This design comes from an exercise in tuning for small area, a short achievable clock period and few clock cycles per item on the open sky130 flow, not from production work.
Only simulation tests tie the RTL to the original design; equivalence was not proved.
Power figures rest on the tool's default switching activity, not on a simulated workload.

==> flow/design.v (excerpt) <==
module AuctionSearch(
  input         clock,
  input         reset,
  output        io_rewardIn_0_ready,
  input         io_rewardIn_0_valid,
  input  [7:0]  io_rewardIn_0_reward,
  input  [10:0] io_rewardIn_0_idx,
  input         io_rewardIn_0_last,
  output [10:0] io_agentIdx_0,
  input  [7:0]  io_price_0,
  output        io_rewardIn_1_ready,
  input         io_rewardIn_1_valid,
  input  [7:0]  io_rewardIn_1_reward,
  input  [10:0] io_rewardIn_1_idx,
  output [10:0] io_agentIdx_1,
  input  [7:0]  io_price_1,
  output        io_rewardIn_2_ready,
  input         io_rewardIn_2_valid,
  input  [7:0]  io_rewardIn_2_reward,
  input  [10:0] io_rewardIn_2_idx,
  output [10:0] io_agentIdx_2,
  input  [7:0]  io_price_2,
  output        io_rewardIn_3_ready,
  input         io_rewardIn_3_valid,
  input  [7:0]  io_rewardIn_3_reward,
  input  [10:0] io_rewardIn_3_idx,
  output [10:0] io_agentIdx_3,
  input  [7:0]  io_price_3,
  output        io_rewardIn_4_ready,
  input         io_rewardIn_4_valid,
  input  [7:0]  io_rewardIn_4_reward,
  input  [10:0] io_rewardIn_4_idx,
  output [10:0] io_agentIdx_4,
  input  [7:0]  io_price_4,
  output        io_rewardIn_5_ready,
  input         io_rewardIn_5_valid,
  input  [7:0]  io_rewardIn_5_reward,
  input  [10:0] io_rewardIn_5_idx,
  output [10:0] io_agentIdx_5,
  input  [7:0]  io_price_5,
  output        io_rewardIn_6_ready,
  input         io_rewardIn_6_valid,
  input  [7:0]  io_rewardIn_6_reward,
  input  [10:0] io_rewardIn_6_idx,
  output [10:0] io_agentIdx_6,
  input  [7:0]  io_price_6,
  output        io_rewardIn_7_ready,
  input         io_rewardIn_7_valid,
  input  [7:0]  io_rewardIn_7_reward,
  input  [10:0] io_rewardIn_7_idx,
  output [10:0] io_agentIdx_7,
  input  [7:0]  io_price_7,
  input         io_resultOut_ready,
  output        io_resultOut_valid,
  output [10:0] io_resultOut_winner,
  output [7:0]  io_resultOut_bid
);
Size in the first run: about 2800 cells after synthesis, ~340 I/O pins.
==> flow/config.mk <==
export PLATFORM = sky130hd
export DESIGN_NAME = AuctionSearch
export DESIGN_NICKNAME = AuctionSearch
export VERILOG_FILES = /design/flow/design.v
export SDC_FILE = /design/flow/constraint.sdc
export NUM_CORES = 4
export LEC_CHECK = 0
export CAP_MARGIN = 20
export CORE_MARGIN = 2
export CORE_UTILIZATION = 40
export GPL_TIMING_DRIVEN = 0
export PLACE_DENSITY = 0.6
export SETUP_SLACK_MARGIN = 0.1
export SLEW_MARGIN = 20
export SYNTH_HIERARCHICAL = 1
export TNS_END_PERCENT = 50
==> flow/constraint.sdc <==
create_clock -name core_clock -period 4.0 [get_ports {clock}]
set_input_delay 0.8000 -clock core_clock [delete_from_list [all_inputs] [get_ports {clock}]]
set_output_delay 0.8000 -clock core_clock [all_outputs]
set_load 0.01 [all_outputs]
standard.sh (not shown) runs the stock make flow with config.mk's settings and CLKGATE_MAP_FILE= SYNTH_SCRIPT=/design/flow/synth_recipe.tcl, a recipe that flattens the netlist after the stock synthesis.
==> flow/flow/run.sh <==
#!/bin/bash
# The standard layout (standard.sh), with two changes:
# - plain buf_2 buffers on the ports instead of the flow's default choice (a
#   delay cell); every port still gets its own buffer;
# - after synthesis, every combinational cell is set to the smallest drive of
#   its kind (flow/downsize.tcl); the flow's resizing sizes up what timing needs.
# Each tool's full output goes to a log of its own here; ORFS's per-step logs
# are under orfs/logs/.
set -euo pipefail
export BUFFER_PORTS_ARGS="-buffer_cell sky130_fd_sc_hd__buf_2"
bash standard.sh synth > standard_synth.log 2>&1
export SYNTH_ODB=orfs/results/${FLOW_PLATFORM}/AuctionSearch/base/1_synth.odb
openroad -no_init -exit flow/downsize.tcl > downsize.log 2>&1
touch orfs/results/${FLOW_PLATFORM}/AuctionSearch/base/1_synth.sdc
bash standard.sh > standard.log 2>&1
==> flow/flow/downsize.tcl <==
# Set every combinational cell of the synthesized netlist to the smallest
# drive of its kind (same function and footprint); placement's and timing
# repair's resizing then sizes up what the timing needs. Registers, tie cells
# and delay cells are left as synthesis made them.
read_db $::env(SYNTH_ODB)
set db [ord::get_db]
set block [ord::get_db_block]
set swapped 0
set saved 0.0
foreach inst [$block getInsts] {
  set m [$inst getMaster]
  set name [$m getName]
  if {![regexp {^(sky130_fd_sc_hd__([a-z0-9]+))_([0-9]+)$} $name -> base kind n]} { continue }
  if {[regexp {^(df|edf|sdf|dl|conb|tap|fill|decap|clkdly|dlygate|dlymetal|probe|lpflow|ebuf|einv)} $kind]} { continue }
  set best $m
  foreach s {0 1 2} {
    set c [$db findMaster ${base}_$s]
    if {$c ne "NULL" && [$c getWidth] < [$best getWidth]} { set best $c }
  }
  if {$best ne $m} {
    set saved [expr {$saved + ([$m getWidth] - [$best getWidth]) * [$m getHeight] / 1e6}]
    $inst swapMaster $best
    incr swapped
  }
}
puts "downsize: swapped $swapped cells, [format %.1f $saved] um2 less"
write_db $::env(SYNTH_ODB)
Testbench counts at the start, summed over its fixed seeds: cycles 31,933, rounds 5,813.
Edit:
--- a/flow/config.mk
+++ b/flow/config.mk
@@ -14,3 +14,3 @@
 export SLEW_MARGIN = 20
 export SYNTH_HIERARCHICAL = 1
-export TNS_END_PERCENT = 50
+export TNS_END_PERCENT = 10
After rerunning:
- global-route usage is about the same
- flip-flop and latch count is unchanged
- total power went down by 0.82%
- non-clock buffer count went down by 15
- clock skew barely changes

---

v14:
AuctionSearch, a different RTL version from the one above (not shown whole).
For scale: roughly 2800 cells after synthesis, ~16000 um^2 of cells after synthesis.
clock: 4.0 ns
lec_check: 0
cap_margin: 20
core_margin: 2
core_utilization: 40
gpl_timing_driven: 0
place_density: 0.6
setup_slack_margin: 0.2
slew_margin: 20
synth_hierarchical: 1
Scripts as last shown in full above: flow/flow/run.sh, flow/flow/downsize.tcl
Testbench counts of v14, summed over its fixed seeds: cycles 31,933, rounds 5,813.
Here is what was changed in the inputs of v50 compared with v14.
Settings: SETUP_SLACK_MARGIN: 0.2 -> 0.1; PLACE_DENSITY: 0.6 -> 0.5.
Results
v50 closes out successfully: all stages finished, all timing, DRC and antenna checks passed.
Going from v14 to v50, post-layout instance count excluding filler cells level; power consumed by sequential cells moved up.
In the reports for v50 and v14, the larger count of instances resized after the clock tree is built belongs to v14.
The post-route total power in v50 sits 320 uW below the value recorded for v14.
Looking at first-iteration DRC count, v50 sits above v14.
Taking v14 as the reference point, the power per cell area of v50 rises by 0.54%.
Of v50 and v14, v14 shows the higher logic gate share of total power, with v50 below it.
Here is what was changed in the inputs of v36 compared with v50.
Settings: PLACE_DENSITY changed from 0.5 to 0.6.
==> results.txt <==
- v50 → v36: area added between synthesis and finish went down; global-route usage now smaller; met2 usage in global routing shows a reduction of 2.7 points.
- Max required time of the critical path across v50 and v36: v50
- On maximum achievable frequency, v50 beats v36.
- The lower worst hold slack came out of v50.
- Area taken by multi-input logic gates, v50 and v36: smaller value in v36
- v36 vs v50 on total power: v36 is the lower one.
### v36 -> v53
Settings: GPL_TIMING_DRIVEN: 0 -> unset.
### Flow results
v36 → v53: count of multi-input gates level, number of gates given a new drive strength after cts moved down.
v53 vs. v36: final area went up by 9.9%.
Per the comparison of v53 with v36, logic gate share of total power higher, total power roughly the same, sequential share of layout area lower, routed wire length lower, number of fill cells in the layout lower.
Cell area power density delta for v53 relative to v36: 8.8% lower

---

Setup of try-delta:
AuctionSearch, a different RTL version from the one above (not shown whole).
Size in the first run: ~2,900 cells after synthesis, ~0.016 mm2 of cells after synthesis.
==> flow/design.v (excerpt) <==
module AuctionSearch(
  input         clock,
  input         reset,
  output        io_rewardIn_0_ready,
  input         io_rewardIn_0_valid,
  input  [7:0]  io_rewardIn_0_reward,
  input  [10:0] io_rewardIn_0_idx,
  input         io_rewardIn_0_last,
  output [10:0] io_agentIdx_0,
  input  [7:0]  io_price_0,
  output        io_rewardIn_1_ready,
  input         io_rewardIn_1_valid,
  input  [7:0]  io_rewardIn_1_reward,
  input  [10:0] io_rewardIn_1_idx,
  output [10:0] io_agentIdx_1,
  input  [7:0]  io_price_1,
  output        io_rewardIn_2_ready,
  input         io_rewardIn_2_valid,
  input  [7:0]  io_rewardIn_2_reward,
  input  [10:0] io_rewardIn_2_idx,
  output [10:0] io_agentIdx_2,
  input  [7:0]  io_price_2,
  output        io_rewardIn_3_ready,
  input         io_rewardIn_3_valid,
  input  [7:0]  io_rewardIn_3_reward,
  input  [10:0] io_rewardIn_3_idx,
  output [10:0] io_agentIdx_3,
  input  [7:0]  io_price_3,
  output        io_rewardIn_4_ready,
  input         io_rewardIn_4_valid,
  input  [7:0]  io_rewardIn_4_reward,
  input  [10:0] io_rewardIn_4_idx,
  output [10:0] io_agentIdx_4,
  input  [7:0]  io_price_4,
  output        io_rewardIn_5_ready,
  input         io_rewardIn_5_valid,
  input  [7:0]  io_rewardIn_5_reward,
  input  [10:0] io_rewardIn_5_idx,
  output [10:0] io_agentIdx_5,
  input  [7:0]  io_price_5,
  output        io_rewardIn_6_ready,
  input         io_rewardIn_6_valid,
  input  [7:0]  io_rewardIn_6_reward,
  input  [10:0] io_rewardIn_6_idx,
  output [10:0] io_agentIdx_6,
  input  [7:0]  io_price_6,
  output        io_rewardIn_7_ready,
  input         io_rewardIn_7_valid,
  input  [7:0]  io_rewardIn_7_reward,
  input  [10:0] io_rewardIn_7_idx,
  output [10:0] io_agentIdx_7,
  input  [7:0]  io_price_7,
  input         io_resultOut_ready,
  output        io_resultOut_valid,
  output [10:0] io_resultOut_winner,
  output [7:0]  io_resultOut_bid
);
Settings: LEC_CHECK=0, CAP_MARGIN=20, CORE_MARGIN=2, CORE_UTILIZATION=40, GPL_TIMING_DRIVEN=0, PLACE_DENSITY=0.6, SETUP_SLACK_MARGIN=0.1, SLEW_MARGIN=20, SYNTH_HIERARCHICAL=1; clock period 4.0 ns.
==> flow/flow/run.sh <==
#!/bin/bash
# The standard layout (standard.sh), with two changes:
# - plain buf_1 buffers on the ports instead of the flow's default choice (a
#   delay cell); every port still gets its own buffer;
# - after synthesis, every combinational cell is set to the smallest drive of
#   its kind (flow/downsize.tcl); the flow's resizing sizes up what timing needs.
# Each tool's full output goes to a log of its own here; ORFS's per-step logs
# are under orfs/logs/.
set -euo pipefail
export BUFFER_PORTS_ARGS="-buffer_cell sky130_fd_sc_hd__buf_1"
bash standard.sh synth > standard_synth.log 2>&1
export SYNTH_ODB=orfs/results/${FLOW_PLATFORM}/AuctionSearch/base/1_synth.odb
openroad -no_init -exit flow/downsize.tcl > downsize.log 2>&1
touch orfs/results/${FLOW_PLATFORM}/AuctionSearch/base/1_synth.sdc
bash standard.sh > standard.log 2>&1
Scripts as last shown in full above: flow/flow/downsize.tcl
try-delta | status: complete | timing, DRC, antenna: pass
Testbench counts of try-delta, summed over its fixed seeds: cycles 31,933, rounds 5,813.
Modified inputs, try-maple compared to try-delta
--- a/flow/config.mk
+++ b/flow/config.mk
@@ -15 +15,2 @@
 export SYNTH_HIERARCHICAL = 1
+export TNS_END_PERCENT = 10
Notes after the runs:
| proportion of power drawn by the clock network | try-maple vs try-delta | 0.4 points higher |
Between try-maple and try-delta, the data required time at the worst endpoint does not differ in any meaningful way.
try-maple vs try-delta, beginning of the critical path: search.accBestN[3]$_DFF_P_ vs search.accBestN[7]$_DFF_P_
On clock buffer instance count of the final layout, try-maple tracks try-delta almost exactly.
Number of signal-net buffers in the layout of try-maple falls short of that of try-delta by a few percent.
From try-delta to try-maple the numbers moved as follows: multi-input combinational cell area has decreased; part of the total power dissipated in combinational logic shrank by 0.8 points; instance count of the mapped netlist now sits at about the same level; via count decreased by 0.60% relative to the old numbers.
Detail-routed via count per cell delta (try-maple -> try-delta): insignificant
Relative to try-delta, top fanout value on the critical path increased by 2 in try-maple.
Arrival time of the worst setup path on try-maple is down relative to try-delta.

---

## run A
Another version of the RTL of AuctionSearch (not shown whole).
Size: about 2800 cells after synthesis, ~340 I/O pins, roughly 16000 sq um of cells after synthesis.
clock: 4.0 ns
lec_check: 0
cap_margin: 20
core_margin: 2
core_utilization: 40
cts_buf_list: sky130_fd_sc_hd__clkbuf_4 sky130_fd_sc_hd__clkbuf_8
gpl_timing_driven: 0
place_density: 0.6
setup_slack_margin: 0.1
slew_margin: 20
synth_hierarchical: 1
==> flow/flow/run.sh <==
#!/bin/bash
# The standard layout (standard.sh), with two changes:
# - plain buf_2 buffers on the ports instead of the flow's default choice (a
#   delay cell); every port still gets its own buffer;
# - after synthesis, every combinational cell is set to the smallest drive of
#   its kind (flow/downsize.tcl); the flow's resizing sizes up what timing needs.
# Each tool's full output goes to a log of its own here; ORFS's per-step logs
# are under orfs/logs/.
set -euo pipefail
export BUFFER_PORTS_ARGS="-buffer_cell sky130_fd_sc_hd__buf_2"
bash standard.sh synth > standard_synth.log 2>&1
export SYNTH_ODB=orfs/results/${FLOW_PLATFORM}/AuctionSearch/base/1_synth.odb
openroad -no_init -exit flow/downsize.tcl > downsize.log 2>&1
touch orfs/results/${FLOW_PLATFORM}/AuctionSearch/base/1_synth.sdc
bash standard.sh > standard.log 2>&1
Scripts as last shown in full above: flow/flow/downsize.tcl
Testbench counts of run A, summed over its fixed seeds: cycles 31,933, rounds 5,813.
The inputs of run B differ from those of run A as listed below.
- clearing CTS_BUF_LIST, which used to be sky130_fd_sc_hd__clkbuf_4 sky130_fd_sc_hd__clkbuf_8
- swapping 0.1 for 0.15 in SETUP_SLACK_MARGIN
- putting TNS_END_PERCENT at 10 where nothing was set
[summary]
Across run B and run A, the outcome is the same: a clean finish for every run.
Looking only at global-route usage over all layers, and setting everything else aside, the higher value of run B and run A goes to run A.
Relative to run A, the utilization of the core after routing of run B is higher by 1.1 points.
Looking at buffers inserted during post-CTS setup optimization, run B sits 37% lower than run A does.
Routed wire length across run B and run A: no real change.
For the clock-buffer cell count, run B came in 3 lower than run A did.
Comparing run B and run A, number of iterations in the first detailed-routing pass is lower on run B.
The higher worst setup slack came out of run A.
Taking run A as the reference point, the clock share of power of run B rises by 5.1 points.
On initial core utilization, run A tracks run B almost exactly.
Compared with run A, in run B synthesis-to-finish area growth moved up, leakage dissipation +1.4%.
What run C does differently from run B at the input level:
- changing SETUP_SLACK_MARGIN from 0.15 to 0.1
- changing TNS_END_PERCENT from 10 to 50
Results
Run C reached the end of the flow, and the finished layout is clean on the timing, DRC and antenna checks.
Compared with run B, in run C synthesized netlist cell count about even; flip-flop and latch count about even.
Total power consumption of the routed design: run C and run B compared, lower one is run C
The run showing the greater number of cells on the critical path is run B.
The higher area occupied by registers of run C and run B is in run B.
Looking at run C and run B, the routed wire length is a wash.
diff inputs: run C => run D
- TNS_END_PERCENT changed from 50 to 10
[summary]
- Run D: done, clean on timing, DRC and antenna
- Fraction of the core area covered by cells at the end of the flow, run D and run C: lower on run D
- The per-cell via count in the routed design on run C is in line with that on run D.
- The via count of run D and that of run C are within noise of each other.
- Total power after layout delta (run D -> run C): insignificant
- Between run D and run C, it is run D whose largest incremental delay on the critical path is lower, by 0.02 ns.
- For run C, the highest signal layer in the routed design was met5, unlike run D, where it was met4.
- Status: share of final layout cell area taken by clock buffers and inverters parity (run C, run D)
- The non-clock buffer count on run C is in line with that on run D.
Edits applied to the flow inputs when going from run D to run E:
- TNS_END_PERCENT no longer set, was 10
Of the two values seen for highest signal layer in the routed design, met4 was produced by run D and met5 by run E.
The register-to-register slack was comparable across run D and run E.
From run D to run E the numbers moved as follows: number of vias in the routed layout ~0 delta; post-route minimum period -0.057 ns.

---

Setup of run 1:
AuctionSearch, a different RTL version from the one above (not shown whole).
Size: ~340 I/O pins, ~16000 sq um of cells after synthesis.
Settings: LEC_CHECK=0, CAP_MARGIN=20, CORE_MARGIN=2, CORE_UTILIZATION=40, GPL_TIMING_DRIVEN=0, PLACE_DENSITY=0.6, SETUP_SLACK_MARGIN=0.1, SLEW_MARGIN=20, SYNTH_HIERARCHICAL=1, TNS_END_PERCENT=10; clock period 4.0 ns.
==> flow/flow/run.sh <==
#!/bin/bash
# The standard layout (standard.sh), with two changes:
# - plain buf_1 buffers on the ports instead of the flow's default choice (a
#   delay cell); every port still gets its own buffer;
# - after synthesis, every combinational cell is set to the smallest drive of
#   its kind (flow/downsize.tcl); the flow's resizing sizes up what timing needs.
# Each tool's full output goes to a log of its own here; ORFS's per-step logs
# are under orfs/logs/.
set -euo pipefail
export BUFFER_PORTS_ARGS="-buffer_cell sky130_fd_sc_hd__buf_1"
bash standard.sh synth > standard_synth.log 2>&1
export SYNTH_ODB=orfs/results/${FLOW_PLATFORM}/AuctionSearch/base/1_synth.odb
openroad -no_init -exit flow/downsize.tcl > downsize.log 2>&1
touch orfs/results/${FLOW_PLATFORM}/AuctionSearch/base/1_synth.sdc
bash standard.sh > standard.log 2>&1
Scripts as last shown in full above: flow/flow/downsize.tcl
Testbench counts of run 1, summed over its fixed seeds: cycles 31,933, rounds 5,813.
What run 2 does differently from run 1 at the input level:
- a change of GPL_TIMING_DRIVEN from 0 to 1
Results
- Of run 1 and run 2, run 1 shows the higher power density over the cells, with run 2 below it.
- Run 2: PASS, flow complete, no timing, DRC or antenna violations
- in2reg as the kind of critical path was reported by run 2, and reg2out by run 1.
- The termination of the worst setup path comes out search.accRewardN[1] in one run and io_resultOut_bid[7] in the other, namely in run 2 and run 1 respectively.
- Going from run 1 to run 2, fmax went up about 0.8%, non-clock buffer count climbed 325, setup slack up 31 ps.
Modified inputs, run 3 compared to run 2
- CTS_CLUSTER_SIZE now 30, previously not set
- GPL_TIMING_DRIVEN now 0, was 1
### Flow results
- Run 3 improves on run 2 in wire length.
- Number of ordinary and repair buffers in the finished layout, run 2 and run 3, lower one = run 3.
- Going from run 2 to run 3, the sequential share of layout area was found to have gone up by 2.1 points.
- From run 2 to run 3 the numbers moved as follows: critical path required time now sits lower, achievable clock frequency now sits lower.
- [compare] base=run 2 new=run 3: setup slack at placement fell 250 ps, total power dropped 7.2%.
The inputs of run 4 differ from those of run 3 as listed below.
- CTS_CLUSTER_DIAMETER newly set to 150
- CTS_CLUSTER_SIZE changed from 30 to 40
Notes after the runs:
Diff run 3 -> run 4: design area saw little to no change, clock period minus worst slack saw little to no change.
Post-layout total power: run 4 vs run 3 identical
From run 3 to run 4, antenna diode instance count did not move at all.
Comparing run 4 against run 3, there is no change at all in worst setup slack.
Reported for run 4 and run 3, flip-flop and latch share of the layout cell area turned out identical to the last digit.
From run 4 to run 3, ratio of cells with drive above 1 in the final layout did not move at all.
Status: final count of hold timing violations parity (run 3, run 4)
Compared run 4 against run 3; synthesized area within noise.

-- static timing again, ports no longer ideal --
In the flow no input, the clock included, has a driving cell. The finished layouts below were timed again as built, in two steps. Step 1: set_driving_cell puts a clkbuf_16 on clock and a buf_2 on each other input, an assumption about the parent block. Step 2 moves the port delays by t, midway between the first and last clock arrival at a register: inputs arrive t later, outputs are due t later. That takes back most of the time a late clock gives input paths. a / b / c = no drivers / after step 1 / after step 2; a / b = the first two.
| run | t (ns) | setup WS [ns] | worst setup path at the end | worst data-port slew with drivers (ns) |
|---|---|---|---|---|
| the first run of note 1 | 0.521 | 0.125 / 0.064 / -0.274 | input to register | 0.04 |
| the second run of note 1 | 0.520 | 0.146 / 0.112 / -0.333 | input to register | 0.04 |
| v14 | 0.499 | 0.194 / 0.194 / -0.275 | input to register | 0.06 |
| v50 | 0.506 | 0.167 / 0.193 / -0.313 | input to register | 0.11 |
| v36 | 0.510 | 0.110 / 0.054 / -0.320 | input to register | 0.06 |
| v53 | 0.506 | 0.133 / 0.162 / -0.345 | input to register | 0.06 |
| try-delta | 0.540 | 0.069 / 0.020 / -0.304 | input to register | 0.06 |
| try-maple | 0.544 | 0.144 / 0.096 / -0.346 | input to register | 0.06 |
| run A | 0.603 | 0.178 / 0.164 / -0.356 | input to register | 0.06 |
| run B | 0.522 | 0.171 / 0.179 / -0.316 | input to register | 0.05 |
| run C | 0.533 | 0.110 / 0.050 / -0.305 | input to register | 0.06 |
| run D | 0.534 | 0.122 / 0.063 / -0.315 | input to register | 0.06 |
| run E | 0.536 | 0.180 / 0.119 / -0.309 | input to register | 0.06 |
| run 1 | 0.544 | 0.144 / 0.096 / -0.346 | input to register | 0.06 |
| run 2 | 0.544 | 0.175 / 0.156 / -0.342 | input to register | 0.08 |
| run 3 | 0.544 | 0.144 / 0.096 / -0.346 | input to register | 0.06 |
| run 4 | 0.544 | 0.144 / 0.096 / -0.346 | input to register | 0.06 |
Met with ideal ports but missed after step 2: setup timing in every run listed. For run A, which loses most, drivers alone change the setup slack by -0.014 ns; drivers and shift together by -0.534 ns.
